This design comes from an exercise in tuning for small area, a short achievable clock period and few clock cycles per item on the open sky130 flow, not from production work. At most, simulation tests tie the RTL to the original design; equivalence was not proved. No functional check of the RTL was part of runs 3 and 4. Power figures rest on the tool's default switching activity, not on a simulated workload.

===== flow/config.mk =====
export PLATFORM = sky130hd
export DESIGN_NAME = collision
export DESIGN_NICKNAME = collision
export VERILOG_FILES = /design/flow/design.v
export SDC_FILE = /design/flow/constraint.sdc
export NUM_CORES = 4
export LEC_CHECK = 0
export CAP_MARGIN = 20
export CORE_MARGIN = 2
export CORE_UTILIZATION = 40
export CTS_CLUSTER_DIAMETER = 80
export CTS_CLUSTER_SIZE = 22
export SLEW_MARGIN = 20

===== flow/constraint.sdc =====
create_clock -name core_clock -period 10.0 [get_ports {clk}]
set_input_delay 2.0000 -clock core_clock [delete_from_list [all_inputs] [get_ports {clk}]]
set_output_delay 2.0000 -clock core_clock [all_outputs]
set_load 0.01 [all_outputs]

===== flow/design.v =====
`timescale 1ns / 1ps
module collision(clk, rst, data_in_x, data_in_y, data_in_z, collision_detect, done_valid);
  input clk, rst;
  input signed [9:0] data_in_x, data_in_y, data_in_z;
  output reg collision_detect, done_valid;
  localparam [9:0] NEG = 10'h200;
  function lt10(input [9:0] a, input [9:0] b, input pr);
    reg [9:0] aa, bb;
    reg lt, eq, am, bm;
    integer t;
    begin
      aa = {~a[9], a[8:0]};
      bb = {~b[9], b[8:0]};
      lt = 1'b0; eq = 1'b1;
      for (t = 9; t >= 0; t = t - 1) begin
        lt = lt | (eq & ~aa[t] & bb[t]);
        eq = eq & ~(aa[t] ^ bb[t]);
      end
      am = pr & (a == 10'h200);
      bm = pr & (b == 10'h200);
      lt10 = ~am & (bm | lt);
    end
  endfunction
  function [11:0] add12(input [11:0] a, input [11:0] b);
    reg [11:0] gg, pp;
    integer t, d;
    begin
      gg = a & b; pp = a ^ b;
      for (d = 1; d < 12; d = d * 2)
        for (t = 11; t >= d; t = t - 1) begin
          gg[t] = gg[t] | (pp[t] & gg[t-d]);
          pp[t] = pp[t] & pp[t-d];
        end
      add12 = (a ^ b) ^ {gg[10:0], 1'b0};
    end
  endfunction
  function [18:0] add19(input [18:0] a, input [18:0] b);
    reg [18:0] gg, pp;
    integer t, d;
    begin
      gg = a & b; pp = a ^ b;
      for (d = 1; d < 19; d = d * 2)
        for (t = 18; t >= d; t = t - 1) begin
          gg[t] = gg[t] | (pp[t] & gg[t-d]);
          pp[t] = pp[t] & pp[t-d];
        end
      add19 = (a ^ b) ^ {gg[17:0], 1'b0};
    end
  endfunction
  function [37:0] csa(input [18:0] a, input [18:0] b, input [18:0] c);
    csa = {a ^ b ^ c, (a & b) | (a & c) | (b & c)};
  endfunction
  reg [29:0] r [0:8];
  reg [3:0] idx;
  reg loading;      
  reg stat_on;      
  integer i;
  always @(posedge clk) begin
    r[0] <= {data_in_z, data_in_y, data_in_x};
    for (i = 1; i < 9; i = i + 1) r[i] <= r[i-1];
  end
  always @(posedge clk) begin
    if (rst) begin
      idx <= 4'd15;
      loading <= 1'b1;
      stat_on <= 1'b0;
    end else begin
      idx <= idx + 4'd1;
      if (idx == 4'd14) loading <= 1'b0;
      stat_on <= loading;
    end
  end
  wire [29:0] r0 = r[0];
  wire [29:0] r8 = r[8];
  reg [9:0] amx [0:2], am2 [0:2], bmx [0:2], bm2 [0:2], smx [0:2], sm2 [0:2];
  reg [2:0] ahs, bhs, shs;
  wire sepx;                  
  reg sepy, sepz, sepyz;       
  genvar g;
  generate for (g = 0; g < 3; g = g + 1) begin : st
    wire [9:0] v = r0[10*g +: 10];
    wire [9:0] u = r8[10*g +: 10];
    wire vn = (v == NEG);
    wire un = (u == NEG);
    wire ne = (u != v);
    wire c_uv = lt10(u, v, 1'b0);
    wire c_mv = lt10(smx[g], v, 1'b0);
    wire c_mu = lt10(smx[g], u, 1'b0);
    wire c_vm = ~vn & lt10(v, sm2[g], 1'b1);
    wire c_um = ~un & lt10(u, sm2[g], 1'b1);
    always @(posedge clk) begin
      if (stat_on) begin
        if (idx == 4'd0) begin
          amx[g] <= v; am2[g] <= v; ahs[g] <= vn;
          smx[g] <= v; sm2[g] <= v; shs[g] <= vn;
        end else if (idx < 4'd8) begin
          if (lt10(amx[g], v, 1'b0)) amx[g] <= v;
          if (~vn & lt10(v, am2[g], 1'b1)) am2[g] <= v;
          if (vn) ahs[g] <= 1'b1;
        end
        if (idx == 4'd8) begin
          bmx[g] <= v; bm2[g] <= v; bhs[g] <= vn;
        end else if (idx > 4'd8) begin
          if (lt10(bmx[g], v, 1'b0)) bmx[g] <= v;
          if (~vn & lt10(v, bm2[g], 1'b1)) bm2[g] <= v;
          if (vn) bhs[g] <= 1'b1;
          if (ne) begin
            if (c_uv & c_mv) smx[g] <= v;
            else if (!c_uv & c_mu) smx[g] <= u;
            if (c_um & (~c_vm | c_uv)) sm2[g] <= u;
            else if (c_vm) sm2[g] <= v;
            if (un | vn) shs[g] <= 1'b1;
          end
        end
      end
    end
    wire [11:0] amn = ahs[g] ? 12'hE00 : {{2{am2[g][9]}}, am2[g]};
    wire [11:0] bmn = bhs[g] ? 12'hE00 : {{2{bm2[g][9]}}, bm2[g]};
    wire [11:0] smn = shs[g] ? 12'hE00 : {{2{sm2[g][9]}}, sm2[g]};
    wire [11:0] amx12 = {{2{amx[g][9]}}, amx[g]};
    wire [11:0] bmx12 = {{2{bmx[g][9]}}, bmx[g]};
    wire [11:0] smx12 = {{2{smx[g][9]}}, smx[g]};
    if (g == 0) begin : sx
      wire [11:0] q0 = amx12;
      wire [11:0] q1 = bmx12;
      wire [11:0] q2 = smn;
      wire [11:0] q3 = ~amn;
      wire [11:0] q4 = ~bmn;
      wire [11:0] q5 = ~smx12;
      wire [11:0] t0s = q0 ^ q1 ^ q2;
      wire [11:0] t0c = {((q0[10:0] & q1[10:0]) | (q0[10:0] & q2[10:0]) | (q1[10:0] & q2[10:0])), 1'b1};
      wire [11:0] t1s = q3 ^ q4 ^ q5;
      wire [11:0] t1c = {((q3[10:0] & q4[10:0]) | (q3[10:0] & q5[10:0]) | (q4[10:0] & q5[10:0])), 1'b1};
      wire [11:0] t2s = t0s ^ t0c ^ t1s;
      wire [11:0] t2c = {((t0s[10:0] & t0c[10:0]) | (t0s[10:0] & t1s[10:0]) | (t0c[10:0] & t1s[10:0])), 1'b1};
      wire [11:0] t3s = t2s ^ t2c ^ t1c;
      wire [11:0] t3c = {((t2s[10:0] & t2c[10:0]) | (t2s[10:0] & t1c[10:0]) | (t2c[10:0] & t1c[10:0])), 1'b0};
      wire [11:0] dsum = add12(t3s, t3c);
      assign sepx = dsum[11];
    end
  end endgenerate
  reg [29:0] ev [0:2], fv [0:2];
  reg [1:0] ph;
  wire [1:0] dk = idx[1:0];
  wire [29:0] rk = (dk == 2'd1) ? r[1] : (dk == 2'd2) ? r[2] : r[3];
  wire [29:0] dd;    
  assign dd[9:0] = r0[9:0] - rk[9:0];
  assign dd[19:10] = r0[19:10] - rk[19:10];
  assign dd[29:20] = r0[29:20] - rk[29:20];
  wire ld_ef = stat_on && (idx[2] == 1'b0) && (dk != 2'd0);
  always @(posedge clk) begin
    ev[0] <= (ld_ef && !idx[3]) ? dd : ev[2];
    ev[1] <= ev[0];
    ev[2] <= ev[1];
    fv[0] <= (ld_ef && idx[3]) ? dd : fv[2];
    fv[1] <= fv[0];
    fv[2] <= fv[1];
    if (rst) ph <= 2'd1;
    else ph <= (ph == 2'd2) ? 2'd0 : ph + 2'd1;
  end
  reg [3:0] xcnt;             
  reg [8:0] need_y, need_z;   
  reg [2:0] fast_use;         
  reg [8:0] big;              
  reg [3:0] st_s;             
  reg [3:0] sn;               
  reg [1:0] sc;               
  function [3:0] low9(input [8:0] m);
    integer t;
    begin
      low9 = 4'd0;
      for (t = 8; t >= 0; t = t - 1) if (m[t]) low9 = t[3:0];
    end
  endfunction
  wire x_go = (xcnt != 4'd0 || (idx == 4'd9 && stat_on)) && xcnt < 4'd9;
  wire [3:0] ny = low9(need_y);
  wire [3:0] nz = low9(need_z);
  reg iss;
  reg [3:0] in_n;
  reg [1:0] in_c;
  always @(*) begin
    iss = 1'b0; in_n = xcnt; in_c = 2'd0;
    if (st_s == 4'd1) begin
      iss = 1'b1; in_n = sn; in_c = sc;
    end else if (st_s == 4'd0) begin
      if (x_go) begin
        iss = 1'b1; in_n = xcnt; in_c = 2'd0;
      end else if (need_y != 9'd0) begin
        iss = 1'b1; in_n = ny; in_c = 2'd1;
      end else if (need_z != 9'd0) begin
        iss = 1'b1; in_n = nz; in_c = 2'd2;
      end
    end
  end
  reg [2:0] sa, sb_, scm;     
  reg v0;
  reg [3:0] n0;
  reg [1:0] c0;
  reg [1:0] am3, bm3;         
  always @(*) begin
    case (in_n)
      4'd0, 4'd3, 4'd6: am3 = 2'd1;
      4'd1, 4'd4, 4'd7: am3 = 2'd2;
      default:          am3 = 2'd0;
    endcase
    case (in_n)
      4'd0, 4'd1, 4'd2: bm3 = 2'd1;
      4'd3, 4'd4, 4'd5: bm3 = 2'd2;
      default:          bm3 = 2'd0;
    endcase
  end
  function [2:0] pos3(input [1:0] p, input [1:0] off, input [1:0] m);
    reg [3:0] t;
    begin
      t = {2'd0, p} + {2'd0, off} + 4'd3 - {2'd0, m};
      t = (t >= 4'd6) ? t - 4'd6 : (t >= 4'd3) ? t - 4'd3 : t;
      pos3 = (t == 4'd0) ? 3'b001 : (t == 4'd1) ? 3'b010 : 3'b100;
    end
  endfunction
  always @(posedge clk) begin
    sa <= pos3(ph, 2'd1, am3);
    sb_ <= pos3(ph, 2'd2, bm3);
    scm <= (in_c == 2'd0) ? 3'b001 : (in_c == 2'd1) ? 3'b010 : 3'b100;
    n0 <= in_n; c0 <= in_c;
  end
  wire [29:0] e = ({30{sa[0]}} & ev[0]) | ({30{sa[1]}} & ev[1]) | ({30{sa[2]}} & ev[2]);
  wire [29:0] f = ({30{sb_[0]}} & fv[0]) | ({30{sb_[1]}} & fv[1]) | ({30{sb_[2]}} & fv[2]);
  wire [9:0] s1a = ({10{scm[0]}} & e[19:10]) | ({10{scm[1]}} & e[29:20]) | ({10{scm[2]}} & e[9:0]);
  wire [9:0] s1b = ({10{scm[0]}} & f[29:20]) | ({10{scm[1]}} & f[9:0])   | ({10{scm[2]}} & f[19:10]);
  wire [9:0] s2a = ({10{scm[0]}} & f[19:10]) | ({10{scm[1]}} & f[29:20]) | ({10{scm[2]}} & f[9:0]);
  wire [9:0] s2b = ({10{scm[0]}} & e[29:20]) | ({10{scm[1]}} & e[9:0])   | ({10{scm[2]}} & e[19:10]);
  reg [9:0] o1a, o2a;
  integer bi;
  wire [4:0] bl1 = {s1b[7], s1b[5], s1b[3], s1b[1], 1'b0};
  wire [4:0] bl2 = {s2b[7], s2b[5], s2b[3], s2b[1], 1'b0};
  reg [4:0] d1one, d1two, d1neg, d2one, d2two, d2neg;    
  reg [18:0] ks, kc;
  reg v1, v2;
  reg [3:0] n1, n2;
  reg [1:0] c1, c2;
  localparam [18:0] KB = 19'd350208;
  wire [18:0] B [0:10];
  wire [4:0] ng1, ng2;
  genvar gm, gi;
  generate
    for (gm = 0; gm < 5; gm = gm + 1) begin : bo
      wire one1 = d1one[gm], two1 = d1two[gm];
      wire one2 = d2one[gm], two2 = d2two[gm];
      assign ng1[gm] = d1neg[gm];
      assign ng2[gm] = d2neg[gm];
      wire [10:0] ae = {o1a[9], o1a};
      wire [10:0] ce = {o2a[9], o2a};
      wire [10:0] x1, x2;
      for (gi = 0; gi < 11; gi = gi + 1) begin : bb
        wire m1, m2;
        if (gi == 0) begin : b0
          assign m1 = one1 & ae[0];
          assign m2 = one2 & ce[0];
        end else begin : bn
          assign m1 = (one1 & ae[gi]) | (two1 & ae[gi-1]);
          assign m2 = (one2 & ce[gi]) | (two2 & ce[gi-1]);
        end
        if (gi == 10) begin : top
          assign x1[gi] = ~(m1 ^ ng1[gm]);
          assign x2[gi] = ~(m2 ^ ng2[gm]);
        end else begin : low
          assign x1[gi] = m1 ^ ng1[gm];
          assign x2[gi] = m2 ^ ng2[gm];
        end
      end
      wire [28:0] w1 = {18'd0, x1} << (2*gm);
      wire [28:0] w2 = {18'd0, x2} << (2*gm);
      if (gm == 0) begin : r0
        assign B[0] = w1[18:0];
        assign B[1] = w2[18:0];
      end else begin : rn
        wire [28:0] c1_ = {28'd0, ng1[gm-1]} << (2*gm-2);
        wire [28:0] c2_ = {28'd0, ng2[gm-1]} << (2*gm-2);
        assign B[2*gm] = w1[18:0] | c1_[18:0];
        assign B[2*gm+1] = w2[18:0] | c2_[18:0];
      end
    end
  endgenerate
  assign B[10] = KB | {9'd0, ng1[4] & ng2[4], ng1[4] ^ ng2[4], 8'd0};
  wire [18:0] L1 [0:7];
  wire [18:0] L2 [0:5];
  wire [18:0] L3 [0:3];
  wire [18:0] L4 [0:2];
  wire [18:0] L5 [0:1];
  generate
    for (gi = 0; gi < 3; gi = gi + 1) begin : c1l
      wire [37:0] x = csa(B[3*gi], B[3*gi+1], B[3*gi+2]);
      assign L1[2*gi] = x[37:19];
      assign L1[2*gi+1] = {x[17:0], 1'b0};
    end
    assign L1[6] = B[9];
    assign L1[7] = B[10];
    for (gi = 0; gi < 2; gi = gi + 1) begin : c2l
      wire [37:0] x = csa(L1[3*gi], L1[3*gi+1], L1[3*gi+2]);
      assign L2[2*gi] = x[37:19];
      assign L2[2*gi+1] = {x[17:0], 1'b0};
    end
    assign L2[4] = L1[6];
    assign L2[5] = L1[7];
    for (gi = 0; gi < 2; gi = gi + 1) begin : c3l
      wire [37:0] x = csa(L2[3*gi], L2[3*gi+1], L2[3*gi+2]);
      assign L3[2*gi] = x[37:19];
      assign L3[2*gi+1] = {x[17:0], 1'b0};
    end
    begin : c4l
      wire [37:0] x = csa(L3[0], L3[1], L3[2]);
      assign L4[0] = x[37:19];
      assign L4[1] = {x[17:0], 1'b0};
      assign L4[2] = L3[3];
    end
    begin : c5l
      wire [37:0] x = csa(L4[0], L4[1], L4[2]);
      assign L5[0] = x[37:19];
      assign L5[1] = {x[17:0], 1'b0};
    end
  endgenerate
  always @(posedge clk) begin
    o1a <= s1a; o2a <= s2a;
    for (bi = 0; bi < 5; bi = bi + 1) begin
      d1one[bi] <= s1b[2*bi] ^ bl1[bi];
      d1two[bi] <= (s1b[2*bi+1] & ~s1b[2*bi] & ~bl1[bi]) | (~s1b[2*bi+1] & s1b[2*bi] & bl1[bi]);
      d1neg[bi] <= s1b[2*bi+1];
      d2one[bi] <= s2b[2*bi] ^ bl2[bi];
      d2two[bi] <= (s2b[2*bi+1] & ~s2b[2*bi] & ~bl2[bi]) | (~s2b[2*bi+1] & s2b[2*bi] & bl2[bi]);
      d2neg[bi] <= ~s2b[2*bi+1];
    end
    n1 <= n0; c1 <= c0;
    ks <= L5[0];
    kc <= L5[1];
    n2 <= n1; c2 <= c1;
  end
  wire [18:0] k = add19(ks, kc);
  wire kz = (k == 19'd0);
  wire kfast = (k[18:16] == 3'b000) || (k[18:16] == 3'b111);
  reg statfin, statfin2, sepx_r, finished, sepany_r, cdone_r;
  wire sepany = (statfin2 && sepx_r && fast_use[0]) || (sepyz && ((sepy && fast_use[1]) || (sepz && fast_use[2])));
  wire cross_done = (xcnt == 4'd9) && need_y == 9'd0 && need_z == 9'd0 && !v0 && !v1 && !v2;
  reg kneg;                   
  function [9:0] sel3(input [1:0] c, input [29:0] a);
    sel3 = (c == 2'd0) ? a[9:0] : (c == 2'd1) ? a[19:10] : a[29:20];
  endfunction
  reg [2:0] yz;
  wire [1:0] cs = (st_s == 4'd0) ? ((yz < 3'd3) ? 2'd1 : 2'd2) : sc;
  wire kng = kneg & (st_s != 4'd0);
  wire [2:0] hsel = {shs[cs], bhs[cs], ahs[cs]};
  wire [9:0] xa = (kng & hsel[0]) ? NEG : sel3(cs, {amx[2], amx[1], amx[0]});
  wire [9:0] xb = (kng & hsel[1]) ? NEG : sel3(cs, {bmx[2], bmx[1], bmx[0]});
  wire [9:0] xc = (kng & hsel[2]) ? NEG : sel3(cs, {smx[2], smx[1], smx[0]});
  wire [9:0] na_ = (~kng & hsel[0]) ? NEG : sel3(cs, {am2[2], am2[1], am2[0]});
  wire [9:0] nb_ = (~kng & hsel[1]) ? NEG : sel3(cs, {bm2[2], bm2[1], bm2[0]});
  wire [9:0] nc_ = (~kng & hsel[2]) ? NEG : sel3(cs, {sm2[2], sm2[1], sm2[0]});
  wire [11:0] xa12 = {{2{xa[9]}}, xa};
  wire [11:0] xb12 = {{2{xb[9]}}, xb};
  wire [11:0] xc12 = {{2{xc[9]}}, xc};
  wire [11:0] na12 = {{2{na_[9]}}, na_};
  wire [11:0] nb12 = {{2{nb_[9]}}, nb_};
  wire [11:0] nc12 = {{2{nc_[9]}}, nc_};
  reg [18:0] sh;
  reg neg, seen, lt;
  reg [4:0] bc;
  reg [11:0] xr, yr;
  reg [12:0] acca, accb;
  wire sb = (bc < 5'd19) && (neg ? (sh[0] ^ seen) : sh[0]);
  wire [12:0] na = acca + (sb ? {1'b0, xr} : 13'd0);
  wire [12:0] nb = accb + (sb ? {1'b0, yr} : 13'd0);
  always @(posedge clk) begin
    v0 <= iss;
    v1 <= v0;
    v2 <= v1;
    sepany_r <= sepany;
    sepx_r <= sepx;
    cdone_r <= cross_done;
    if (rst) begin
      xcnt <= 4'd0; need_y <= 9'd0; need_z <= 9'd0; fast_use <= 3'd0; big <= 9'd0;
      v0 <= 1'b0; v1 <= 1'b0; v2 <= 1'b0; statfin <= 1'b0; statfin2 <= 1'b0; finished <= 1'b0;
      done_valid <= 1'b0; collision_detect <= 1'b0; st_s <= 4'd0;
      sepany_r <= 1'b0; cdone_r <= 1'b0; yz <= 3'd1; sepyz <= 1'b0;
    end else begin
      done_valid <= 1'b0;
      if (done_valid) finished <= 1'b1;
      if (ld_ef && dd[9:0] != 10'd0 && !(idx[3] && dk == 2'd1)) fast_use[0] <= 1'b1;
      if (st_s == 4'd0) begin
        if (x_go) xcnt <= xcnt + 4'd1;
        else if (need_y != 9'd0) need_y[ny] <= 1'b0;
        else if (need_z != 9'd0) need_z[nz] <= 1'b0;
      end
      if (v2 && st_s == 4'd0) begin
        if (kz) begin
          if (c2 == 2'd0) need_y[n2] <= 1'b1;
          else if (c2 == 2'd1) need_z[n2] <= 1'b1;
        end else if (kfast) fast_use[c2] <= 1'b1;
        else big[n2] <= 1'b1;
      end
      if (idx == 4'd15 && stat_on) statfin <= 1'b1;
      statfin2 <= statfin;
      case (st_s)
        4'd0: begin
          if (statfin && !sepyz) begin
            if (yz == 3'd1 || yz == 3'd3) begin
              xr <= xa12 - na12;
              yr <= xc12 - nc12;
              acca <= {1'b0, xb12 - nb12};
            end else begin
              xr <= xr + acca[11:0];
            end
            if (yz == 3'd3) sepy <= (xr < yr);
            if (yz == 3'd5) begin
              sepz <= (xr < yr);
              sepyz <= 1'b1;
            end
            yz <= yz + 3'd1;
          end
          collision_detect <= !sepany;
          if (!finished && !done_valid && (sepany || (sepyz && cross_done && big == 9'd0)))
            done_valid <= 1'b1;
          if (!finished && !done_valid && cdone_r && !sepany_r && big != 9'd0) begin
            st_s <= 4'd1; sn <= low9(big); sc <= 2'd0;
          end
        end
        4'd1: st_s <= 4'd2;                      
        4'd2: st_s <= 4'd3;                      
        4'd3: st_s <= 4'd4;                      
        4'd4: begin                              
          if (kz) begin
            sc <= sc + 2'd1; st_s <= 4'd1;
          end else begin
            sh <= k; neg <= k[18]; kneg <= (k == 19'h40000); st_s <= 4'd5;
          end
        end
        4'd5: begin                              
          xr <= xa12 - na12;
          yr <= xc12 - nc12;
          acca <= {1'b0, xb12 - nb12};
          st_s <= 4'd6;
        end
        4'd6: begin
          xr <= xr + acca[11:0];
          acca <= 13'd0; accb <= 13'd0; bc <= 5'd0; seen <= 1'b0; lt <= 1'b0;
          st_s <= 4'd7;
        end
        4'd7: begin                              
          acca <= na >> 1;
          accb <= nb >> 1;
          sh <= sh >> 1;
          seen <= seen | sh[0];
          if (na[0] != nb[0]) lt <= (bc == 5'd27) ? na[0] : nb[0];
          bc <= bc + 5'd1;
          if (bc == 5'd27) st_s <= 4'd8;
        end
        4'd8: begin
          if (lt) begin
            done_valid <= 1'b1; collision_detect <= 1'b0; st_s <= 4'd10;
          end else begin
            big[sn] <= 1'b0;
            st_s <= 4'd9;
          end
        end
        4'd9: begin
          if (big == 9'd0) begin
            done_valid <= 1'b1; collision_detect <= 1'b1; st_s <= 4'd10;
          end else begin
            st_s <= 4'd1; sn <= low9(big); sc <= 2'd0;
          end
        end
        default: ;
      endcase
    end
  end
endmodule

===== flow/flow/run.sh =====
#!/bin/bash
set -o pipefail
bash standard.sh SETUP_SLACK_MARGIN=6 finish > flow_make.log 2>&1

===== flow/standard.sh =====
#!/bin/bash
# synth_recipe.tcl (not shown) runs the flow's synth.tcl, then flattens the netlist and writes it again
# the make line also repeats each setting of config.mk as NAME=value (left out here)
make -C /OpenROAD-flow-scripts/flow DESIGN_CONFIG=/design/flow/config.mk WORK_HOME=/design/flow/orfs CLKGATE_MAP_FILE= SYNTH_SCRIPT=/design/flow/synth_recipe.tcl "${@:-finish}"

==> results of run 1 <==
[through the flow]
stage / total power, W / util, %
after detailed placement: 0.0165 / 42.1
final: 0.0202 / 45.5
after floorplan: 0.0136 / -
after global placement: 0.0163 / 42.1
after CTS: 0.0197 / 44.7
after global routing: 0.0222 / 45.5
[Yosys cell counts, types with 73 or more instances]
library cell  instances  area share (%)
a21oi_1             206             2.3
inv_1               372             3.1
xnor2_1             143             2.8
o21ai_0             219             2.4
clkbuf_1            202             1.7
nand2b_1             82             1.1
xor2_1               88             1.7
nor2_1              238             2.0
a22oi_1             183             3.0
nor2b_1              78             1.1
ha_1                233             6.4
nand2_1             456             3.8
fa_1                131             5.8
nor3_1               73            0.80
dfxtp_1             622              27
maj3_1               86             1.9
edfxtp_1            272              18
[worst paths after layout]
path | endpoint | cells past startpoint | slack (ns)
max | acca[9] | 20 | 5.90
min | r[7][16] | 0 | 0.32
max reg2reg | acca[9] | 20 | 5.90
min reg2reg | r[7][16] | 0 | 0.32
[per-layer routing]
metal | up-vias | part of all wire [%] | GRT usage (%) | wire length, um
li1 | 16200 | - | - | -
met1 | 16400 | 45 | 30.0 | 56900
met2 | 1261 | 44 | 33.4 | 56500
met3 | 234 | 7.0 | 3.00 | 8930
met4 | 2 | 4.2 | 8.20 | 5330
met5 | - | 0.010 | 0 | 13
[flip-flops by register name, indices dropped and copies added, names as in the netlist, 10 cells and up]
register  count
sm2          30
kc           15
acca         12
amx          30
xr           12
o1a          10
am2          30
smx          30
o2a          10
bmx          30
yr           11
fv           90
sh           19
ks           19
accb         12
r           270
bm2          30
ev           90
[power groups by stage]
stage	Clock [W]	Sequential (W)	Combinational, W
after floorplan	0	0.00538	0.00818
after global placement	0	0.00587	0.0104
after detailed placement	0	0.00588	0.0107
after CTS	0.00251	0.00578	0.0114
after global routing	0.00262	0.00590	0.0137
final	0.00244	0.00580	0.0119
[timing repair]
item / in CTS / in global routing
pin swaps: 64 / 70
resized for setup: 120 / 110
cloned: 6 / 3
hold buffers: 0 / 0
setup buffers: 66 / 45
endpoints found under the hold margin: 0 / 0
setup endpoints to repair: 128 / 112
[cell type report]
cell class                      instances  share of cell area [%]
Multi-Input combinational cell       3052                    45.8
Sequential cell                       894                    40.4
Timing Repair Buffer                  214                    3.92
Tap cell                             1500                    3.67
Clock buffer                           68                    3.00
Inverter                              382                    2.80
Clock inverter                         19                   0.476
[critical path, delay by kind of cell (launching register included)]
kind | cells | cell delay [ns]
AO/OA/AOI/OAI | 10 | 1.58
adder cells (fa/ha/maj) | 1 | 0.26
buffers and inverters | 2 | 0.31
flip-flops | 1 | 0.37
AND/OR/NAND/NOR | 7 | 1.33
[kinds of logic after synthesis]
| group | Yosys count |
|---|---|
| compound gates | 1070 |
| xor+xnor | 231 |
| fa+ha+maj | 462 |
| buf+inv | 615 |
| flops | 894 |
| mux | 80 |
| simple gates | 1208 |
==> impl_metrics.py, run 1 <==
metrics = {
    "layout": {
        "fillers": 10700,
        "mostFrequentLayoutCell": "dfxtp_1",
        "seqCellArea_um2": 20700,
        "mostFrequentLayoutCells": "dfxtp_1, nand2_1, inv_1",
        "finalNetCount": 4995,
        "layoutNonFillerInstCount": 6129,
        "drive_gt1_share_pct": 10.3,
        "fin_area_um2": 51200,
        "multi_input_area_um2": 23400,
        "antennaDiodeCount": 0,
        "syn_to_final_growth_pct": 12.6,
    },
    "timing": {
        "drv_slew": 0,
        "holdWs_ns": 0.318,
        "max-slew-margin-rel_pct": 29.0,
        "rsz0062_at_grt": "true",
        "finalSetupViolCount": 0,
        "min_period_ns": 4.10,
        "finalWorstSetupSlack_ns": 5.90,
        "fin_tns_setup_ns": 0,
        "worst_pin_slew_ns": 1.06,
        "fin_crit_sh_pct": 41.0,
        "finalHoldViolCount": 0,
        "fin_skew_ns": 0.0355,
        "max_freq_ghz": 0.244,
    },
    "synth": {
        "seq_area_frac_synth_pct": 45.3,
        "synth_cell_type_count": 81,
        "yosys.area_share.simple_pct": 12.8,
        "async_flop_share_pct": 0,
        "ys_warn_count": 10,
        "avgSynthCellArea_um2": 9.97,
        "synth_top_family_by_area": "compound AO/OA/AOI/OAI gates",
        "synthAdderAreaFrac_pct": 14.4,
        "synth_edf_count": 272,
        "yosys_register_bits": 894,
        "synth_area_um2": 45500,
        "synthCells": 4560,
        "synth_xor_xnor_area_share_pct": 4.45,
        "muxShareOfSynthArea_pct": 1.78,
        "syn_nets": 4956,
        "synth_ff_type": "dfxtp_1",
        "synth_compound_area_share_pct": 16.2,
    },
    "cts": {
        "clk_pin_slew_ns": 0.09,
        "cts.sinks": 894,
        "clock-root-buffer": "clkbuf_16",
        "cts_max_path_buffers": 3,
        "cts_tree": "yes",
        "htree_levels": 2,
        "cts_made_buffers": 55,
        "clk_latency_ns": 0.68,
    },
    "critical_path": {
        "crit_type": "reg -> reg",
        "cpMaxStageDelayCell": "dfxtp_4",
        "crit_path_end_kind": "flop",
        "r2r-start": "st_s[1]",
        "cp_slowest_stage_delay_ns": 0.37,
        "path_cells": "or2_4 > nor3_4 > buf_12 > nor2_4 > or2_4 > o21ai_2 > a21oi_2 > nor2b_4 > buf_6 > a211oi_4 > ha_1 > nor2b_1 > o21ai_1 > a21boi_2 > o21ai_1 > a21boi_1 > o21ai_1 > a21oi_2 > or3_1 > a31o_2",
        "cp_common_cell": "o21ai_1",
        "critPathLaunch": "st_s[1]",
        "crit_arrival_ns": 4.53,
        "required_ns": 10.43,
        "worst-path-max-fanout": 8,
        "critPathLaunchType": "flop",
    },
    "power": {
        "power_switching_w": 0.00873,
        "p_leak_nw": 20.6,
        "swShare_pct": 43.3,
        "cellPowerDensity_nw_per_um2": 394,
        "pwr-share-comb_pct": 59.1,
        "clkPwrFrac_pct": 12.1,
        "internal_power_w": 0.0114,
        "vdd_drop_max_v": 0.000381,
        "seq_power_share_pct": 28.8,
    },
    "die": {
        "die_x_um": 341,
        "start_util_pct": 40.4,
        "chipHeight_um": 341,
        "core_area_um2": 113000,
        "die_area_um2": 116000,
        "ioPinCount": 34,
        "rows": 123,
    },
    "route": {
        "drtPass1Iterations": 8,
        "drt-total-wl_um": 128000,
        "wl_per_cell_um": 20.8,
        "drcViolationCount": 0,
        "viasPerCell": 5.56,
        "dr.first_iter.drc_count": 3298,
        "ant_nets": 0,
        "vias": 34100,
    },
    "placement": {
        "place_ws_ns": 4.37,
        "hpwl_um": 90900,
        "port_buffers": 33,
        "dpl_cell_area_um2": 47400,
        "place_congestion": 0.945,
        "dp.cells": 5920,
    },
    "global_route": {
        "grt_pass1_vias": 32700,
        "antenna_found_initial": 4,
        "grt_max_degree": 60,
        "grtUsageTotal_pct": 21.4,
        "grt_overflow": 0,
        "grt_pass1_wl_um": 195000,
    },
    "worst_hold_path": {
        "hold_class": "reg -> reg",
        "hold_start": "r[6][16]",
    },
    "status": {
        "status": "timing/DRC/antenna clean",
    },
    "run": {
        "max_cap_violations": 0,
    },
}
Testbench counts, summed over its fixed seeds: cycles 4,254, items 192.
==> run 2, diff against run 1 <==
--- a/flow/config.mk
+++ b/flow/config.mk
@@ -8,6 +8,6 @@
 export CAP_MARGIN = 20
 export CORE_MARGIN = 2
 export CORE_UTILIZATION = 40
-export CTS_CLUSTER_DIAMETER = 80
-export CTS_CLUSTER_SIZE = 22
+export CTS_CLUSTER_DIAMETER = 90
+export CTS_CLUSTER_SIZE = 26
 export SLEW_MARGIN = 20
==> run 2 against run 1 <==
Still clean on timing, DRC and antenna. Flip-flop and latch count did not move. Clock skew increased by 0.0060 ns. Area after synthesis unchanged. Die area unchanged. Via count is essentially flat. Synthesized cell count did not move. Combinational power is essentially flat.
==> impl_metrics.py, run 2 <==
metrics = {
    "status": {
        "status": "timing/DRC/antenna clean",
    },
    "placement": {
        "place_ws_ns": 4.37,
        "place_congestion": 0.945,
        "dpl_cell_area_um2": 47400,
        "dp.cells": 5920,
        "hpwl_um": 90900,
        "port_buffers": 33,
    },
    "cts": {
        "clk_latency_ns": 0.67,
        "clk_pin_slew_ns": 0.10,
        "cts_tree": "yes",
        "hold_buffers": 0,
        "clock-root-buffer": "clkbuf_16",
        "cts.sinks": 894,
        "cts_max_path_buffers": 3,
        "cts_made_buffers": 46,
        "htree_levels": 2,
    },
    "layout": {
        "finalNetCount": 4999,
        "layoutNonFillerInstCount": 6130,
        "syn_to_final_growth_pct": 12.1,
        "largest_register_ff_count": 270,
        "mostFrequentLayoutCell": "dfxtp_1",
        "seqCellArea_um2": 20700,
        "reg_top3": "r (270), ev (90), fv (90)",
        "fin_area_um2": 51000,
        "multi_input_area_um2": 23400,
        "regMostFlops": "r",
        "fillers": 10700,
        "mostFrequentLayoutCells": "dfxtp_1, nand2_1, inv_1",
        "drive_gt1_share_pct": 10.5,
    },
    "synth": {
        "synth_ff_type": "dfxtp_1",
        "synth_cell_type_count": 81,
        "yosysMostFrequentCell": "dfxtp_1",
        "synth_edf_count": 272,
        "async_flop_share_pct": 0,
        "seq_area_frac_synth_pct": 45.3,
        "synth_common_cells": "dfxtp_1, nand2_1, inv_1",
        "avgSynthCellArea_um2": 9.97,
        "synth_area_um2": 45500,
        "synth.largest_area_cell": "dfxtp_1",
        "syn_nets": 4956,
        "ys_top_cells_by_area": "dfxtp_1, edfxtp_1, ha_1",
        "yosysTopAreaCellShare_pct": 27.4,
        "yosys_register_bits": 894,
        "synthCells": 4560,
        "ys_warn_count": 10,
    },
    "die": {
        "core_area_um2": 113000,
        "die_x_um": 341,
        "ioPinCount": 34,
        "start_util_pct": 40.4,
        "chipHeight_um": 341,
        "die_area_um2": 116000,
        "rows": 123,
    },
    "timing": {
        "worst_pin_slew_ns": 1.05,
        "fin_tns_setup_ns": 0,
        "finalHoldViolCount": 0,
        "min_period_ns": 4.08,
        "max-slew-margin-rel_pct": 30.0,
        "fin_skew_ns": 0.0415,
        "rsz0062_at_grt": "true",
        "finalWorstSetupSlack_ns": 5.92,
        "finalSetupViolCount": 0,
        "drv_slew": 0,
        "max_freq_ghz": 0.245,
        "fin_crit_sh_pct": 40.8,
    },
    "worst_hold_path": {
        "hold_class": "reg -> reg",
    },
    "global_route": {
        "grtUsageTotal_pct": 21.4,
        "grt_max_degree": 60,
        "grt_pass1_wl_um": 196000,
        "antenna_found_initial": 3,
        "grt_pass1_vias": 32700,
        "grt_overflow": 0,
    },
    "critical_path": {
        "cp_common_cell": "buf_12",
        "cp_slowest_stage_delay_ns": 0.37,
        "required_ns": 10.40,
        "cpMaxStageDelayCell": "dfxtp_4",
        "crit_buf_inv": 4,
        "crit_arrival_ns": 4.48,
        "path_cells": "or2_4 > nor3_4 > nor2_2 > buf_6 > nor2_4 > buf_12 > nor2_4 > buf_12 > buf_12 > mux2i_1 > a211o_1 > ha_4 > fa_2 > nor2b_2 > o21ai_2 > a21boi_2 > o21ai_2 > a21boi_2 > o21ai_1 > nand2b_1 > a211oi_2 > mux2_4",
        "worst-path-max-fanout": 5,
        "critPathLaunchType": "flop",
        "crit_type": "reg -> reg",
        "cp_top_family": "simple AND/OR/NAND/NOR gates",
        "crit_path_end_kind": "flop",
    },
    "route": {
        "drt-total-wl_um": 128000,
        "drtPass1Iterations": 6,
        "drcViolationCount": 0,
        "ant_nets": 0,
        "viasPerCell": 5.56,
        "vias": 34100,
        "wl_per_cell_um": 20.8,
        "dr.first_iter.drc_count": 3144,
    },
    "power": {
        "p_leak_nw": 20.5,
        "power_w": 0.0200,
        "cellPowerDensity_nw_per_um2": 393,
        "vdd_drop_max_v": 0.000397,
    },
    "run": {
        "max_cap_violations": 0,
    },
}
## run 2: layout make-up
class	count	area share (%)
diodes	1	0.00491
clock buffers	54	2.40
clock inverters	20	0.515
inverters	382	2.82
multi-input cells	3052	46.0
flip-flops and latches	894	40.5
well taps	1500	3.68
repair buffers	227	4.09
## run 2: cell families (layout without fill, tap and decap cells)
family | Yosys count | in the layout | synth area share, %
DFF | 894 | 894 | 45.3
muxes | 80 | 80 | 1.78
AOI/OAI and AO/OA | 1070 | 1070 | 16.2
and+or+nand+nor | 1208 | 1209 | 12.8
other | 0 | 1 | 0
adders and majority gates | 462 | 462 | 14.4
buffers and inverters | 615 | 683 | 5.11
xor gates and xnor gates | 231 | 231 | 4.45
## run 2: routing by layer
| layer | up-vias | share of wire, % | track usage, % |
|---|---|---|---|
| li1 | 16200 | - | - |
| met1 | 16400 | 45 | 30.4 |
| met2 | 1286 | 44 | 33.7 |
| met3 | 231 | 6.9 | 2.74 |
| met4 | 0 | 3.8 | 7.64 |
| met5 | - | 0 | 0 |
## run 2: timing repair
action	in CTS	in global routing
setup endpoints to repair	122	116
endpoints found under the hold margin	0	0
pin swaps	62	64
buffers inserted	75	49
gates resized for setup	117	119
gates cloned	6	3
## run 2: worst reg2reg max path, cell delays in order, from the launching register on
cell,delay [ns]
dfxtp_4,0.37
or2_4,0.26
nor3_4,0.29
nor2_2,0.09
buf_6,0.13
nor2_4,0.10
buf_12,0.12
nor2_4,0.06
buf_12,0.15
buf_12,0.13
mux2i_1,0.13
a211o_1,0.33
ha_4,0.17
fa_2,0.35
nor2b_2,0.14
o21ai_2,0.07
a21boi_2,0.17
o21ai_2,0.09
a21boi_2,0.15
o21ai_1,0.08
nand2b_1,0.11
a211oi_2,0.08
mux2_4,0.26
## run 2: worst paths after layout
path         slack, ns     end  depth (start not counted)  startpoint
min               0.32   n2[2]                          0       n1[2]
max reg2reg       5.92  yr[10]                         22     st_s[1]
min reg2reg       0.32   n2[2]                          0       n1[2]
max               5.92  yr[10]                         22     st_s[1]
## run 2: per-stage QoR
stage               utilization [%]  hold WS [ns]
floorplan                         -         0.310
global placement               42.1         0.310
detailed placement             42.1         0.312
CTS                            44.5         0.328
global route                   45.2         0.328
finish                         45.3         0.321
## run 2: power breakdown
part / total, W / internal [W] / switching [W]
logic: 0.0120 / 0.00538 / 0.00662
clock network: 0.00222 / 0.000949 / 0.00127
registers: 0.00580 / 0.00498 / 0.000820
total: 0.0200 / 0.0113 / 0.00870
==> run 3, diff against run 2 <==
--- a/flow/design.v
+++ b/flow/design.v
@@ -6,21 +6,47 @@
   localparam [9:0] NEG = 10'h200;
   function lt10(input [9:0] a, input [9:0] b, input pr);
     reg [9:0] aa, bb;
-    reg lt, eq, am, bm;
+    reg [9:0] l0, e0;
+    reg [4:0] l1, e1;
+    reg [2:0] l2, e2;
+    reg [1:0] l3, e3;
+    reg lt, am, bm;
     integer t;
     begin
       aa = {~a[9], a[8:0]};
       bb = {~b[9], b[8:0]};
-      lt = 1'b0; eq = 1'b1;
-      for (t = 9; t >= 0; t = t - 1) begin
-        lt = lt | (eq & ~aa[t] & bb[t]);
-        eq = eq & ~(aa[t] ^ bb[t]);
+      l0 = ~aa & bb;
+      e0 = ~(aa ^ bb);
+      for (t = 0; t < 5; t = t + 1) begin
+        l1[t] = l0[2*t+1] | (e0[2*t+1] & l0[2*t]);
+        e1[t] = e0[2*t+1] & e0[2*t];
       end
+      l2[0] = l1[1] | (e1[1] & l1[0]); e2[0] = e1[1] & e1[0];
+      l2[1] = l1[3] | (e1[3] & l1[2]); e2[1] = e1[3] & e1[2];
+      l2[2] = l1[4];                   e2[2] = e1[4];
+      l3[0] = l2[1] | (e2[1] & l2[0]); e3[0] = e2[1] & e2[0];
+      l3[1] = l2[2];                   e3[1] = e2[2];
+      lt = l3[1] | (e3[1] & l3[0]);
       am = pr & (a == 10'h200);
       bm = pr & (b == 10'h200);
       lt10 = ~am & (bm | lt);
     end
   endfunction
+  function [9:0] sub10(input [9:0] a, input [9:0] b);
+    reg [9:0] gg, pp, bb;
+    integer t, d;
+    begin
+      bb = ~b;
+      gg = a & bb; pp = a ^ bb;
+      gg[0] = gg[0] | pp[0];
+      for (d = 1; d < 10; d = d * 2)
+        for (t = 9; t >= d; t = t - 1) begin
+          gg[t] = gg[t] | (pp[t] & gg[t-d]);
+          pp[t] = pp[t] & pp[t-d];
+        end
+      sub10 = (a ^ bb) ^ {gg[8:0], 1'b1};
+    end
+  endfunction
   function [11:0] add12(input [11:0] a, input [11:0] b);
     reg [11:0] gg, pp;
     integer t, d;
@@ -143,10 +169,10 @@
   reg [1:0] ph;
   wire [1:0] dk = idx[1:0];
   wire [29:0] rk = (dk == 2'd1) ? r[1] : (dk == 2'd2) ? r[2] : r[3];
-  wire [29:0] dd;    
-  assign dd[9:0] = r0[9:0] - rk[9:0];
-  assign dd[19:10] = r0[19:10] - rk[19:10];
-  assign dd[29:20] = r0[29:20] - rk[29:20];
+  wire [29:0] dd;
+  assign dd[9:0]   = sub10(r0[9:0],   rk[9:0]);
+  assign dd[19:10] = sub10(r0[19:10], rk[19:10]);
+  assign dd[29:20] = sub10(r0[29:20], rk[29:20]);
   wire ld_ef = stat_on && (idx[2] == 1'b0) && (dk != 2'd0);
   always @(posedge clk) begin
     ev[0] <= (ld_ef && !idx[3]) ? dd : ev[2];
@@ -196,30 +222,39 @@
   reg v0;
   reg [3:0] n0;
   reg [1:0] c0;
-  reg [1:0] am3, bm3;         
-  always @(*) begin
-    case (in_n)
-      4'd0, 4'd3, 4'd6: am3 = 2'd1;
-      4'd1, 4'd4, 4'd7: am3 = 2'd2;
-      default:          am3 = 2'd0;
-    endcase
-    case (in_n)
-      4'd0, 4'd1, 4'd2: bm3 = 2'd1;
-      4'd3, 4'd4, 4'd5: bm3 = 2'd2;
-      default:          bm3 = 2'd0;
-    endcase
-  end
-  function [2:0] pos3(input [1:0] p, input [1:0] off, input [1:0] m);
-    reg [3:0] t;
+  function [8:0] dec9(input [3:0] n);
+    dec9 = 9'd1 << n;
+  endfunction
+  function [8:0] low1h(input [8:0] m);
+    reg [8:0] below;
+    integer t;
     begin
-      t = {2'd0, p} + {2'd0, off} + 4'd3 - {2'd0, m};
-      t = (t >= 4'd6) ? t - 4'd6 : (t >= 4'd3) ? t - 4'd3 : t;
-      pos3 = (t == 4'd0) ? 3'b001 : (t == 4'd1) ? 3'b010 : 3'b100;
+      below[0] = 1'b0;
+      for (t = 1; t < 9; t = t + 1) below[t] = below[t-1] | m[t-1];
+      low1h = m & ~below;
     end
   endfunction
+  reg [8:0] m9;
+  always @(*) begin
+    if (st_s == 4'd1) m9 = dec9(sn);
+    else if (x_go) m9 = dec9(xcnt);
+    else if (need_y != 9'd0) m9 = low1h(need_y);
+    else m9 = low1h(need_z);
+  end
+  wire [2:0] am = {m9[1] | m9[4] | m9[7], m9[0] | m9[3] | m9[6], m9[2] | m9[5] | m9[8]};
+  wire [2:0] bm = {m9[3] | m9[4] | m9[5], m9[0] | m9[1] | m9[2], m9[6] | m9[7] | m9[8]};
+  function [2:0] rot3(input [2:0] v, input [1:0] rr);
+    case (rr)
+      2'd0:    rot3 = {v[1], v[2], v[0]};
+      2'd1:    rot3 = {v[2], v[0], v[1]};
+      default: rot3 = {v[0], v[1], v[2]};
+    endcase
+  endfunction
+  wire [1:0] re = (ph == 2'd2) ? 2'd0 : ph + 2'd1;
+  wire [1:0] rf = (ph == 2'd0) ? 2'd2 : ph - 2'd1;
   always @(posedge clk) begin
-    sa <= pos3(ph, 2'd1, am3);
-    sb_ <= pos3(ph, 2'd2, bm3);
+    sa <= rot3(am, re);
+    sb_ <= rot3(bm, rf);
     scm <= (in_c == 2'd0) ? 3'b001 : (in_c == 2'd1) ? 3'b010 : 3'b100;
     n0 <= in_n; c0 <= in_c;
   end
==> flow/flow/run.sh (replaced) <==
#!/bin/bash
set -o pipefail
bash standard.sh SETUP_SLACK_MARGIN=6.4 finish > flow_make.log 2>&1
--- a/flow/config.mk
+++ b/flow/config.mk
@@ -8,6 +8,4 @@
 export CAP_MARGIN = 20
 export CORE_MARGIN = 2
 export CORE_UTILIZATION = 40
-export CTS_CLUSTER_DIAMETER = 90
-export CTS_CLUSTER_SIZE = 26
 export SLEW_MARGIN = 20
==> run 3 against run 2 <==
Still clean. Combinational power rose by 4%. Clock power rose by 68%. Final area rose by 7.7%. Clock-buffer cell count rose by 70. Via count rose by 4.4%. Flip-flop and latch count did not move. Critical endpoint is now acca[10].
==> impl_metrics.py, run 3 <==
metrics = {
    "synth": {
        "synthCells": 4644,
        "synth_area_um2": 47000,
        "synth_cell_type_count": 91,
        "seq_area_frac_synth_pct": 43.8,
        "synth.largest_area_cell": "dfxtp_1",
        "async_flop_share_pct": 0,
        "synth_common_cells": "dfxtp_1, nand2_1, ha_1",
        "yosysMostFrequentCell": "dfxtp_1",
        "yosys_register_bits": 894,
        "avgSynthCellArea_um2": 10.1,
        "synth_edf_count": 272,
        "yosysTopAreaCellShare_pct": 26.5,
        "synth_ff_type": "dfxtp_1",
        "syn_nets": 5251,
        "ys_warn_count": 10,
        "ys_top_cells_by_area": "dfxtp_1, edfxtp_1, ha_1",
    },
    "cts": {
        "clk_latency_ns": 0.69,
        "cts.sinks": 894,
        "hold_buffers": 0,
        "cts_made_buffers": 96,
        "htree_levels": 3,
        "clock-root-buffer": "clkbuf_16",
        "cts_tree": "yes",
        "clk_pin_slew_ns": 0.07,
        "cts_max_path_buffers": 3,
    },
    "layout": {
        "fin_util_pct": 47.2,
        "multi_input_area_um2": 25300,
        "mostFrequentLayoutCells": "dfxtp_1, nand2_1, ha_1",
        "mostFrequentLayoutCell": "dfxtp_1",
        "finalNetCount": 5379,
        "syn_to_final_growth_pct": 16.7,
        "drive_gt1_share_pct": 13.8,
        "reg_top3": "r (270), ev (90), fv (90)",
        "fillers": 10900,
        "largest_register_ff_count": 270,
        "regMostFlops": "r",
        "seqCellArea_um2": 20800,
    },
    "timing": {
        "fin_skew_ns": 0.0352,
        "finalHoldViolCount": 0,
        "fin_tns_setup_ns": 0,
        "max_freq_ghz": 0.255,
        "finalWorstSetupSlack_ns": 6.08,
        "rsz0062_at_grt": "true",
        "worst_pin_slew_ns": 1.05,
        "max-slew-margin-rel_pct": 29.7,
        "fin_crit_sh_pct": 39.2,
        "drv_slew": 0,
        "min_period_ns": 3.92,
        "finalSetupViolCount": 0,
    },
    "route": {
        "wl_per_cell_um": 21.5,
        "drt-total-wl_um": 137000,
        "dr.first_iter.drc_count": 2970,
        "ant_nets": 0,
        "viasPerCell": 5.58,
        "drtPass1Iterations": 9,
        "vias": 35600,
        "drcViolationCount": 0,
    },
    "power": {
        "p_leak_nw": 23.0,
        "internal_power_w": 0.0128,
        "pwr-share-comb_pct": 56.4,
        "seq_power_share_pct": 26.9,
        "power_switching_w": 0.00943,
        "clkPwrFrac_pct": 16.7,
        "vdd_drop_max_v": 0.000419,
        "swShare_pct": 42.4,
        "cellPowerDensity_nw_per_um2": 405,
    },
    "global_route": {
        "antenna_found_initial": 1,
        "grt_overflow": 0,
        "grt_pass1_vias": 34700,
        "grt_max_degree": 58,
        "grtUsageTotal_pct": 22.3,
        "grt_pass1_wl_um": 209000,
    },
    "worst_hold_path": {
        "hold_start": "c1[0]",
        "hold_path_end": "c2[0]",
        "hold_class": "reg -> reg",
        "hold_depth": 0,
    },
    "critical_path": {
        "required_ns": 10.54,
        "crit_arrival_ns": 4.46,
        "r2r_slack_ns": 6.08,
        "r2r-start": "st_s[0]",
        "critPathLaunchType": "flop",
        "worst-path-max-fanout": 4,
        "crit_type": "reg -> reg",
        "r2r_cells": 21,
        "crit_path_end_kind": "flop",
        "r2r-end": "acca[10]",
        "critPathLaunch": "st_s[0]",
    },
    "placement": {
        "port_buffers": 33,
        "place_ws_ns": 4.83,
        "hpwl_um": 97300,
        "place_congestion": 0.926,
    },
    "die": {
        "chipHeight_um": 347,
        "core_area_um2": 116000,
        "ioPinCount": 34,
        "die_x_um": 347,
        "die_area_um2": 120000,
        "rows": 125,
        "start_util_pct": 40.4,
    },
    "status": {
        "status": "timing/DRC/antenna clean",
    },
    "run": {
        "max_cap_violations": 0,
    },
}
-- run 3: cell types whose count changed after synthesis, moves of 19 or more --
| cell | previous run | this run |
|---|---|---|
| nor3b_1 | 14 | 33 |
| nand2_1 | 456 | 484 |
| nor2b_1 | 78 | 49 |
| inv_1 | 372 | 403 |
| nor2_1 | 238 | 219 |
| nand3b_1 | 36 | 11 |
| maj3_1 | 86 | 0 |
| clkbuf_1 | 202 | 158 |
| o21a_1 | 24 | 56 |
| o21ai_0 | 219 | 196 |
| ha_1 | 233 | 446 |
| nand2b_1 | 82 | 47 |
-- run 3: repair_timing --
item | CTS | global route
gates resized for setup | 210 | 152
pin swaps | 63 | 83
cloned | 7 | 1
setup endpoints to repair | 171 | 140
buffers inserted | 72 | 44
-- run 3: critical path, stage by stage (launching register included) --
cell      delay, ns
dfxtp_4        0.37
buf_12         0.12
nor2_4         0.10
nand2_4        0.08
a211oi_4       0.31
nor2_4         0.08
buf_12         0.13
nor2_4         0.13
buf_12         0.12
mux2i_1        0.18
a211o_1        0.14
ha_2           0.18
inv_2          0.04
fa_2           0.36
a21o_1         0.18
a21oi_2        0.17
o21bai_2       0.10
a2111o_1       0.40
a311oi_2       0.24
mux2_4         0.18
nand2_2        0.05
o21ai_1        0.08
-- run 3: kinds of logic (layout without fill, tap and decap cells) --
kind of cell | Yosys count | count (layout) | share of synthesized area, %
xor gates and xnor gates | 213 | 213 | 3.97
muxes | 69 | 69 | 1.48
buffers and inverters | 595 | 803 | 4.78
and+or+nand+nor | 1196 | 1196 | 12.3
AOI/OAI and AO/OA | 1102 | 1102 | 16.2
other | 0 | 2 | 0
adders and majority gates | 575 | 575 | 17.4
DFF | 894 | 894 | 43.8
-- run 3: routing by layer --
| metal | part of all wire (%) | global-route usage [%] | vias up | wire [um] |
|---|---|---|---|---|
| met5 | 0 | 0 | - | 0 |
| met4 | 3.7 | 8.18 | 0 | 5110 |
| met3 | 6.9 | 3.64 | 260 | 9480 |
| met2 | 44 | 34.8 | 1249 | 60500 |
| met1 | 45 | 31.0 | 17200 | 61900 |
| li1 | - | - | 16900 | - |
-- run 3: worst max-delay path by stage --
stage / to / slack, ns / cells after the start
after floorplan: acca[10] / 6.25 / 21
after global placement: acca[10] / 4.85 / 18
after detailed placement: acca[10] / 4.83 / 18
after CTS: acca[10] / 5.99 / 21
after global routing: acca[11] / 5.91 / 20
final: acca[10] / 6.08 / 21
-- run 3: area by class of cell --
cell class	count	share of cell area, %
repair buffers	221	3.75
flip-flops and latches	894	37.9
multi-input cells	3155	46.0
clock buffers	124	4.90
inverters	404	2.76
clock inverters	54	1.18
diodes	2	0.00912
well taps	1524	3.47
-- run 3: power by group through the flow --
stage	Combinational, W	Clock [W]	Sequential (W)
floorplan	0.00851	0	0.00542
global placement	0.0109	0	0.00598
detailed placement	0.0111	0	0.00599
CTS	0.0120	0.00379	0.00592
global route	0.0144	0.00393	0.00605
finish	0.0125	0.00372	0.00597
-- run 3: through the flow --
| stage | instance area, um^2 | hold slack [ns] | std cells | total power [W] |
|---|---|---|---|---|
| 2_1_floorplan | 47300 | 0.310 | 4644 | 0.0139 |
| 3_3_place_gp | 49200 | 0.310 | 6072 | 0.0169 |
| 3_5_place_dp | 49200 | 0.312 | 6073 | 0.0171 |
| 4_1_cts | 53900 | 0.292 | 6330 | 0.0217 |
| 5_1_grt | 54900 | 0.302 | 6377 | 0.0244 |
| 6_report | 54900 | 0.296 | 6378 | 0.0222 |
==> run 4, diff against run 3 <==
==> flow/flow/run.sh (replaced) <==
#!/bin/bash
set -o pipefail
bash standard.sh SETUP_SLACK_MARGIN=6 finish > flow_make.log 2>&1
==> run 4 against run 3 <==
Die area stayed put. Sequential power is 0.8% lower. Area after synthesis stayed put. Synthesized cell count stayed put. Via count is 1.1% lower. Combinational power is 6% lower. Clock skew is 0.0059 ns lower. Flip-flop and latch count stayed put. Worst setup slack worse by 0.24 ns. Non-clock buffer count is 47 lower. Critical path type unchanged.
==> impl_metrics.py, run 4 <==
metrics = {
    "power": {
        "power_w": 0.0213,
        "clkPwrFrac_pct": 16.7,
        "vdd_drop_max_v": 0.000328,
        "cellPowerDensity_nw_per_um2": 398,
        "swShare_pct": 43.0,
        "pwr-share-comb_pct": 55.5,
        "internal_power_w": 0.0121,
        "seq_power_share_pct": 27.8,
        "p_leak_nw": 22.4,
        "power_switching_w": 0.00914,
    },
    "timing": {
        "fin_skew_ns": 0.0293,
        "finalHoldViolCount": 0,
        "drv_slew": 0,
        "finalSetupViolCount": 0,
        "min_period_ns": 4.16,
        "fin_tns_setup_ns": 0,
        "finalWorstSetupSlack_ns": 5.84,
        "holdWs_ns": 0.319,
        "worst_pin_slew_ns": 1.09,
        "rsz0062_at_grt": "true",
        "max_freq_ghz": 0.240,
        "fin_crit_sh_pct": 41.6,
        "max-slew-margin-rel_pct": 26.7,
    },
    "synth": {
        "async_flop_share_pct": 0,
        "yosysMostFrequentCell": "dfxtp_1",
        "synth_common_cells": "dfxtp_1, nand2_1, ha_1",
        "yosys.area_share.simple_pct": 12.3,
        "muxShareOfSynthArea_pct": 1.48,
        "synth_top_family_by_area": "adder cells",
        "synthCells": 4644,
        "synth_ff_type": "dfxtp_1",
        "yosysTopAreaCellShare_pct": 26.5,
        "seq_area_frac_synth_pct": 43.8,
        "ys_warn_count": 10,
        "synth_xor_xnor_area_share_pct": 3.97,
        "avgSynthCellArea_um2": 10.1,
        "synth_edf_count": 272,
        "yosys_register_bits": 894,
        "syn_nets": 5251,
        "synthAdderAreaFrac_pct": 17.4,
        "synth.largest_area_cell": "dfxtp_1",
        "synth_area_um2": 47000,
        "synth_cell_type_count": 91,
        "synth_compound_area_share_pct": 16.2,
        "ys_top_cells_by_area": "dfxtp_1, edfxtp_1, ha_1",
    },
    "cts": {
        "clock-root-buffer": "clkbuf_16",
        "hold_buffers": 0,
        "cts_max_path_buffers": 3,
        "htree_levels": 3,
        "cts_tree": "yes",
        "clk_pin_slew_ns": 0.06,
        "cts_made_buffers": 94,
        "cts.sinks": 894,
        "clk_latency_ns": 0.69,
    },
    "global_route": {
        "grt_pass1_wl_um": 209000,
        "antenna_found_initial": 4,
        "grtUsageTotal_pct": 22.5,
        "grt_max_degree": 68,
        "grt_overflow": 0,
        "grt_pass1_vias": 33800,
    },
    "route": {
        "viasPerCell": 5.56,
        "dr.first_iter.drc_count": 3185,
        "drcViolationCount": 0,
        "ant_nets": 0,
        "drt-total-wl_um": 138000,
        "wl_per_cell_um": 21.9,
        "met2_length_um": 62400,
        "drtPass1Iterations": 8,
        "topRoutingLayerUsed": "met5",
        "vias": 35200,
        "dr_wl_met3_um": 7640,
        "wl_met1_um": 63500,
    },
    "critical_path": {
        "r2r-start": "st_s[0]",
        "crit_arrival_ns": 4.70,
        "worst-path-max-fanout": 6,
        "r2r-end": "acca[11]",
        "crit_type": "reg -> reg",
        "required_ns": 10.54,
        "crit_path_end_kind": "flop",
        "r2r_slack_ns": 5.84,
        "critPathLaunchType": "flop",
        "r2r_cells": 21,
    },
    "layout": {
        "mostFrequentLayoutCell": "dfxtp_1",
        "mostFrequentLayoutCells": "dfxtp_1, nand2_1, ha_1",
        "drive_gt1_share_pct": 9.08,
        "finalNetCount": 5330,
        "largest_register_ff_count": 270,
        "reg_top3": "r (270), ev (90), fv (90)",
        "syn_to_final_growth_pct": 13.5,
        "regMostFlops": "r",
    },
    "worst_hold_path": {
        "hold_class": "reg -> reg",
        "hold_depth": 0,
        "hold_path_end": "n1[2]",
        "hold_start": "n0[2]",
    },
    "placement": {
        "place_ws_ns": 4.80,
        "port_buffers": 33,
        "place_congestion": 0.920,
        "hpwl_um": 100000,
    },
    "die": {
        "ioPinCount": 34,
        "chipHeight_um": 347,
        "rows": 125,
        "core_area_um2": 116000,
        "die_x_um": 347,
        "die_area_um2": 120000,
        "start_util_pct": 40.4,
    },
    "run": {
        "max_cap_violations": 0,
    },
    "status": {
        "status": "timing/DRC/antenna clean",
    },
}
-- run 4: layout make-up --
class	count	area (um^2)
repair buffers	174	1630
diodes	1	2.50
clock buffers	128	2770
fillers	11000	63000
multi-input cells	3155	24500
inverters	404	1520
well taps	1524	1910
clock inverters	48	375
flip-flops and latches	894	20600
-- run 4: cell families after synthesis --
group                      count (synthesis)
DFF                                      894
and+or+nand+nor                         1196
adders and majority gates                575
AOI/OAI and AO/OA                       1102
muxes                                     69
xor gates and xnor gates                 213
buffers and inverters                    595
-- run 4: power by group through the flow --
stage | sequential (W) | clock (W) | combinational, W
finish | 0.00592 | 0.00354 | 0.0118
global route | 0.00600 | 0.00376 | 0.0136
CTS | 0.00590 | 0.00361 | 0.0115
detailed placement | 0.00599 | 0 | 0.0112
global placement | 0.00599 | 0 | 0.0109
floorplan | 0.00541 | 0 | 0.00841
-- run 4: through the flow --
| step | area [um^2] | cells | util [%] |
|---|---|---|---|
| finish | 53400 | 6328 | 45.9 |
| global route | 53400 | 6327 | 45.9 |
| CTS | 52800 | 6285 | 45.4 |
| detailed placement | 49100 | 6077 | 42.2 |
| global placement | 49100 | 6077 | 42.2 |
| floorplan | 47100 | 4644 | - |
-- run 4: worst max-delay path, cell delays in order (launching register included) --
cell and delay (ns):
dfxtp_4 0.35, buf_12 0.13, nor2_4 0.12, nand2_4 0.09
a211oi_4 0.35, buf_4 0.19, a21oi_4 0.04, nor2_4 0.17
buf_6 0.13, mux2i_1 0.17, a211o_1 0.14, ha_2 0.17
inv_2 0.04, fa_2 0.39, a21o_1 0.21, a21oi_2 0.16
o21bai_1 0.10, a2111o_1 0.45, a311oi_1 0.26, mux2_4 0.19
nand2_2 0.06, nand4_1 0.08
-- run 4: repair_timing --
item / in CTS / in global routing
gates cloned: 3 / 3
pin swaps: 11 / 35
hold endpoints to repair: 0 / 0
resized for setup: 55 / 50
setup endpoints to repair: 56 / 56
buffers inserted: 29 / 38
-- run 4: worst max-delay path by stage --
stage / start / end / slack, ns / cells after the start
final: st_s[0] / acca[11] / 5.84 / 21
after global routing: st_s[0] / acca[11] / 5.68 / 21
after CTS: st_s[0] / acca[10] / 5.99 / 21
after detailed placement: st_s[3] / acca[10] / 4.80 / 19
after global placement: st_s[3] / acca[10] / 4.84 / 19
after floorplan: st_s[1] / acca[10] / 6.04 / 21
-- run 4: layer usage --
layer | global-route usage [%] | vias to the layer above
met5 | 0 | -
met1 | 31.7 | 16900
li1 | - | 16800
met4 | 7.72 | 2
met2 | 35.6 | 1186
met3 | 2.67 | 253

## separate check: timing with driven ports
The flow's constraints put no driver on any port. The routed layouts listed below were extracted and timed again, unchanged, in two steps.
Step 1 assumes that a clkbuf_16 drives the clock port and a buf_2 every other input.
Step 2 times the ports against the registers' clock, not the clock port: input delays grow and output delays shrink by t, the midpoint of the rising clock arrivals with the driver on.
a / b / c = ideal / step 1 / step 2; a / b = the first two.
| run | shift t [ns] | setup slack, ns | hold WS [ns] | clock arrival spread, ns | cell pins on the clock port's net |
|---|---|---|---|---|---|
| run 1 | 0.722 | 5.900 / 5.900 / 5.730 | 0.318 / 0.318 / 0.318 | 0.042 / 0.042 | 1 |
| run 2 | 0.710 | 5.922 / 5.922 / 5.735 | 0.321 / 0.321 / 0.321 | 0.044 / 0.044 | 1 |
| run 3 | 0.753 | 6.080 / 6.080 / 5.878 | 0.296 / 0.296 / 0.296 | 0.036 / 0.036 | 1 |
| run 4 | 0.743 | 5.842 / 5.842 / 5.659 | 0.319 / 0.319 / 0.319 | 0.036 / 0.036 | 1 |
After both steps setup and hold are still met in every run listed. The setup slack of run 3, which loses most, moves by 0.000 ns with the drivers and by -0.202 ns with both steps.
